This design comes from an exercise in tuning for small area on the open sky130 flow, not from production work. RTL that was checked went through simulation tests only; none was proved equivalent to the original. Power figures rest on the tool's default switching activity, not on a simulated workload.

==> juniper <==
// adder_tree
module adder_tree (
    input           clk,
    input           rst_n,
    input  [127:0]  s_axis_din_data,
    input           s_axis_din_valid,
    output          s_axis_din_ready,
    output [11:0]   m_axis_dout_data,
    output          m_axis_dout_valid,
    input           m_axis_dout_ready
);
clock: 3.7 ns
lec_check: 0
abc_area: 1
cap_margin: 20
core_margin: 2
core_utilization: 65
cts_buf_list: sky130_fd_sc_hd__clkbuf_4
setup_slack_margin: 0.05
slew_margin: 20
synth_hierarchical: 1
synth_minimum_keep_size: 0
run.sh (not shown) runs the stock make flow with config.mk's settings and CLKGATE_MAP_FILE= SYNTH_SCRIPT=/design/flow/synth_recipe.tcl, a recipe that flattens the netlist after the stock synthesis.
==> inputs of yarrow, as changes to juniper <==
--- a/flow/design.v
+++ b/flow/design.v
@@ -245,33 +245,10 @@
     wire s228;
     wire c229;
     wire n230;
     wire s231;
     wire c232;
-    wire s233;
-    wire c234;
-    wire s235;
-    wire c236;
-    wire s237;
-    wire c238;
-    wire s239;
-    wire c240;
-    wire s241;
-    wire c242;
-    wire s243;
-    wire c244;
-    wire s245;
-    wire c246;
-    wire n247;
-    wire s248;
-    wire c249;
-    wire u250;
-    wire u251;
-    wire u252;
-    wire u253;
-    wire u254;
-    wire u255;
     reg q0_0;
     reg q1_0;
     reg q2_0;
     reg q3_0;
     reg q3_1;
@@ -429,26 +406,13 @@
     adder_tree_fa u_s225 (.a(s220), .b(c210), .ci(s223), .s(s225), .co(c226));
     assign n227 = ~c217;
     adder_tree_fa u_s228 (.a(c214), .b(n227), .ci(c219), .s(s228), .co(c229));
     assign n230 = ~s228;
     adder_tree_fa u_s231 (.a(c221), .b(n230), .ci(c224), .s(s231), .co(c232));
-    adder_tree_ha u_s233 (.a(q3_0), .b(q3_1), .s(s233), .co(c234));
-    adder_tree_fa u_s235 (.a(q4_0), .b(q4_1), .ci(c234), .s(s235), .co(c236));
-    adder_tree_fa u_s237 (.a(q5_0), .b(q5_1), .ci(c236), .s(s237), .co(c238));
-    adder_tree_ha u_s239 (.a(q6_0), .b(q6_1), .s(s239), .co(c240));
-    adder_tree_fa u_s241 (.a(q7_0), .b(q7_1), .ci(c240), .s(s241), .co(c242));
-    adder_tree_fa u_s243 (.a(q8_0), .b(q8_1), .ci(c242), .s(s243), .co(c244));
-    adder_tree_fa u_s245 (.a(q9_0), .b(q9_1), .ci(c244), .s(s245), .co(c246));
-    assign n247 = ~q10_0;
-    adder_tree_fa u_s248 (.a(n247), .b(q10_1), .ci(c246), .s(s248), .co(c249));
-    assign u250 = s239 ^ (c238);
-    assign u251 = s241 ^ (c238 & s239);
-    assign u252 = s243 ^ (c238 & s239 & s241);
-    assign u253 = s245 ^ (c238 & s239 & s241 & s243);
-    assign u254 = s248 ^ (c238 & s239 & s241 & s243 & s245);
-    assign u255 = c249 ^ (c238 & s239 & s241 & s243 & s245 & s248);
-    assign m_axis_dout_data = {u255, u254, u253, u252, u251, u250, s237, s235, s233, q2_0, q1_0, q0_0} ^ 12'h800;
+    wire [11:0] ra = {1'b0, ~q10_0, q9_0, q8_0, q7_0, q6_0, q5_0, q4_0, q3_0, q2_0, q1_0, q0_0};
+    wire [11:0] rb = {1'b0, q10_1, q9_1, q8_1, q7_1, q6_1, q5_1, q4_1, q3_1, 1'b0, 1'b0, 1'b0};
+    assign m_axis_dout_data = (ra + rb) ^ 12'h800;
 endmodule
 module adder_tree_fa (input a, input b, input ci, output s, output co);
     assign s  = a ^ b ^ ci;
     assign co = (a & b) | (a & ci) | (b & ci);
 endmodule
==> flow/flow/run.sh (new file) <==
#!/bin/bash
# Own layout flow: the standard ORFS flow (standard.sh, unchanged
# synthesis), with two layout choices changed:
#  - the port buffers that global placement inserts on every input and output
#    are the smallest buffer, sky130_fd_sc_hd__buf_1, instead of the default
#    pick (a delay cell), and
#  - clock tree synthesis uses small clock buffers and inserts no dummy loads.
# Every tool's full output is kept: make's output in flow_make.log, and each
# ORFS step's log under orfs/logs/.
set -euo pipefail
cd "$(dirname "${BASH_SOURCE[0]}")/.."
CTS_BUFS="${CTS_BUFS:-sky130_fd_sc_hd__clkbuf_4}"
bash standard.sh REMOVE_ABC_BUFFERS=1 \
  "BUFFER_PORTS_ARGS=-buffer_cell sky130_fd_sc_hd__buf_1" \
  "CTS_ARGS=-sink_clustering_enable -repair_clock_nets -dont_use_dummy_load -sink_clustering_size ${CTS_CLUSTER:-10} -buf_list $CTS_BUFS" \
  finish > flow_make.log 2>&1
test -f out/final.def
==> flow/standard.sh (new file) <==
#!/bin/bash
# synth_recipe.tcl (not shown) runs the flow's synth.tcl, then flattens the netlist and writes it again
# the make line also repeats each setting of config.mk as NAME=value (left out here)
make -C /OpenROAD-flow-scripts/flow DESIGN_CONFIG=/design/flow/config.mk WORK_HOME=/design/flow/orfs CLKGATE_MAP_FILE= SYNTH_SCRIPT=/design/flow/synth_recipe.tcl "${@:-finish}"
ABC_AREA = unset   (was 1)
CTS_BUF_LIST = unset   (was sky130_fd_sc_hd__clkbuf_4)
removed: flow/run.sh
==> inputs of garnet, as changes to juniper <==
--- a/flow/design.v
+++ b/flow/design.v
@@ -266,12 +266,10 @@
     wire c249;
     wire u250;
     wire u251;
     wire u252;
     wire u253;
-    wire u254;
-    wire u255;
     reg q0_0;
     reg q1_0;
     reg q2_0;
     reg q3_0;
     reg q3_1;
@@ -432,23 +430,21 @@
     assign n230 = ~s228;
     adder_tree_fa u_s231 (.a(c221), .b(n230), .ci(c224), .s(s231), .co(c232));
     adder_tree_ha u_s233 (.a(q3_0), .b(q3_1), .s(s233), .co(c234));
     adder_tree_fa u_s235 (.a(q4_0), .b(q4_1), .ci(c234), .s(s235), .co(c236));
     adder_tree_fa u_s237 (.a(q5_0), .b(q5_1), .ci(c236), .s(s237), .co(c238));
-    adder_tree_ha u_s239 (.a(q6_0), .b(q6_1), .s(s239), .co(c240));
+    adder_tree_fa u_s239 (.a(q6_0), .b(q6_1), .ci(c238), .s(s239), .co(c240));
     adder_tree_fa u_s241 (.a(q7_0), .b(q7_1), .ci(c240), .s(s241), .co(c242));
-    adder_tree_fa u_s243 (.a(q8_0), .b(q8_1), .ci(c242), .s(s243), .co(c244));
+    adder_tree_ha u_s243 (.a(q8_0), .b(q8_1), .s(s243), .co(c244));
     adder_tree_fa u_s245 (.a(q9_0), .b(q9_1), .ci(c244), .s(s245), .co(c246));
     assign n247 = ~q10_0;
     adder_tree_fa u_s248 (.a(n247), .b(q10_1), .ci(c246), .s(s248), .co(c249));
-    assign u250 = s239 ^ (c238);
-    assign u251 = s241 ^ (c238 & s239);
-    assign u252 = s243 ^ (c238 & s239 & s241);
-    assign u253 = s245 ^ (c238 & s239 & s241 & s243);
-    assign u254 = s248 ^ (c238 & s239 & s241 & s243 & s245);
-    assign u255 = c249 ^ (c238 & s239 & s241 & s243 & s245 & s248);
-    assign m_axis_dout_data = {u255, u254, u253, u252, u251, u250, s237, s235, s233, q2_0, q1_0, q0_0} ^ 12'h800;
+    assign u250 = s243 ^ (c242);
+    assign u251 = s245 ^ (c242 & s243);
+    assign u252 = s248 ^ (c242 & s243 & s245);
+    assign u253 = c249 ^ (c242 & s243 & s245 & s248);
+    assign m_axis_dout_data = {u253, u252, u251, u250, s241, s239, s237, s235, s233, q2_0, q1_0, q0_0} ^ 12'h800;
 endmodule
 module adder_tree_fa (input a, input b, input ci, output s, output co);
     assign s  = a ^ b ^ ci;
     assign co = (a & b) | (a & ci) | (b & ci);
 endmodule
==> flow/flow/run.sh (new file) <==
#!/bin/bash
# Own layout flow: the standard ORFS flow (standard.sh, unchanged
# synthesis), with two layout choices changed:
#  - the port buffers that global placement inserts on every input and output
#    are the smallest buffer, sky130_fd_sc_hd__buf_1, instead of the default
#    pick (a delay cell), and
#  - clock tree synthesis uses small clock buffers and inserts no dummy loads.
# Every tool's full output is kept: make's output in flow_make.log, and each
# ORFS step's log under orfs/logs/.
set -euo pipefail
cd "$(dirname "${BASH_SOURCE[0]}")/.."
CTS_BUFS="${CTS_BUFS:-sky130_fd_sc_hd__clkbuf_4}"
bash standard.sh REMOVE_ABC_BUFFERS=1 \
  "BUFFER_PORTS_ARGS=-buffer_cell sky130_fd_sc_hd__buf_1" \
  "CTS_ARGS=-sink_clustering_enable -repair_clock_nets -dont_use_dummy_load -sink_clustering_size ${CTS_CLUSTER:-10} -buf_list $CTS_BUFS" \
  finish > flow_make.log 2>&1
test -f out/final.def
==> flow/standard.sh (new file) <==
#!/bin/bash
# synth_recipe.tcl (not shown) runs the flow's synth.tcl, then flattens the netlist and writes it again
# the make line also repeats each setting of config.mk as NAME=value (left out here)
make -C /OpenROAD-flow-scripts/flow DESIGN_CONFIG=/design/flow/config.mk WORK_HOME=/design/flow/orfs CLKGATE_MAP_FILE= SYNTH_SCRIPT=/design/flow/synth_recipe.tcl "${@:-finish}"
ABC_AREA = unset   (was 1)
CTS_BUF_LIST = unset   (was sky130_fd_sc_hd__clkbuf_4)
removed: flow/run.sh
==> notes.md <==
metric	garnet	yarrow	juniper
Area delta synth->final	20.2%	20.0%	-
Uppermost layer routed	met4	met4	-
Largest buffer count on any clock path	2	2	-
Number of hold buffers added after CTS	0	0	-
Number of optimization iterations in the first detailed-route pass	4	4	-
Minimum setup slack among reg-to-reg paths	2.79 ns	2.75 ns	-
Pin count of the biggest net entering global routing	22	22	-
Run status	complete, but fails checks	timing/DRC/antenna clean	stopped before the end
Stage where the flow stopped	-	-	3_3_place_gp
Reasons for failing layout checks	negative setup slack	-	-
Die Y	73.6 um	74.2 um	73.8 um
Data required time of the critical path	2.96 ns	3.74 ns	-
Power dissipated in the clock network	98.1 uW	99.7 uW	-
Per-instance average area after synthesis	18.8 sq um	16.9 sq um	18.5 sq um
Final Hold Slack	0.645 ns	0.661 ns	-
Taps Inserted	54	67	-
Worst ir drop on vdd	0.000514 V	0.000552 V	-
Share of the synthesized netlist area taken by xor and xnor gates	0.00278	0.0164	0.00276
Clock transition at path regs	0.10 ns	0.09 ns	-
No functional check of the RTL was part of garnet.

[static timing again, ports no longer ideal]
In the flow no input, the clock included, has a driving cell. The finished layouts below were timed again as built, in two steps. Step 1 assumes that a clkbuf_16 drives the clock port and a buf_2 every other input. Step 2, shift: input delay + t, output delay - t, t = (earliest + latest rising clock arrival at the registers) / 2. This alone moves slack from input paths to output paths. a / b / c = ideal ports / drivers / drivers and shift; a / b = the first two.
run	shift t [ns]	slack for setup (ns)	clock arrival spread, ns	worst slew at a driven data input, ns
yarrow	0.317	0.122 / 0.116 / -0.200	0.014 / 0.015	0.05
garnet	0.313	-0.089 / -0.110 / -0.169	0.003 / 0.002	0.04
With both steps, setup timing fails in yarrow, where it was met with ideal ports. For yarrow, which loses most, drivers alone change the setup slack by -0.006 ns; drivers and shift together by -0.322 ns.
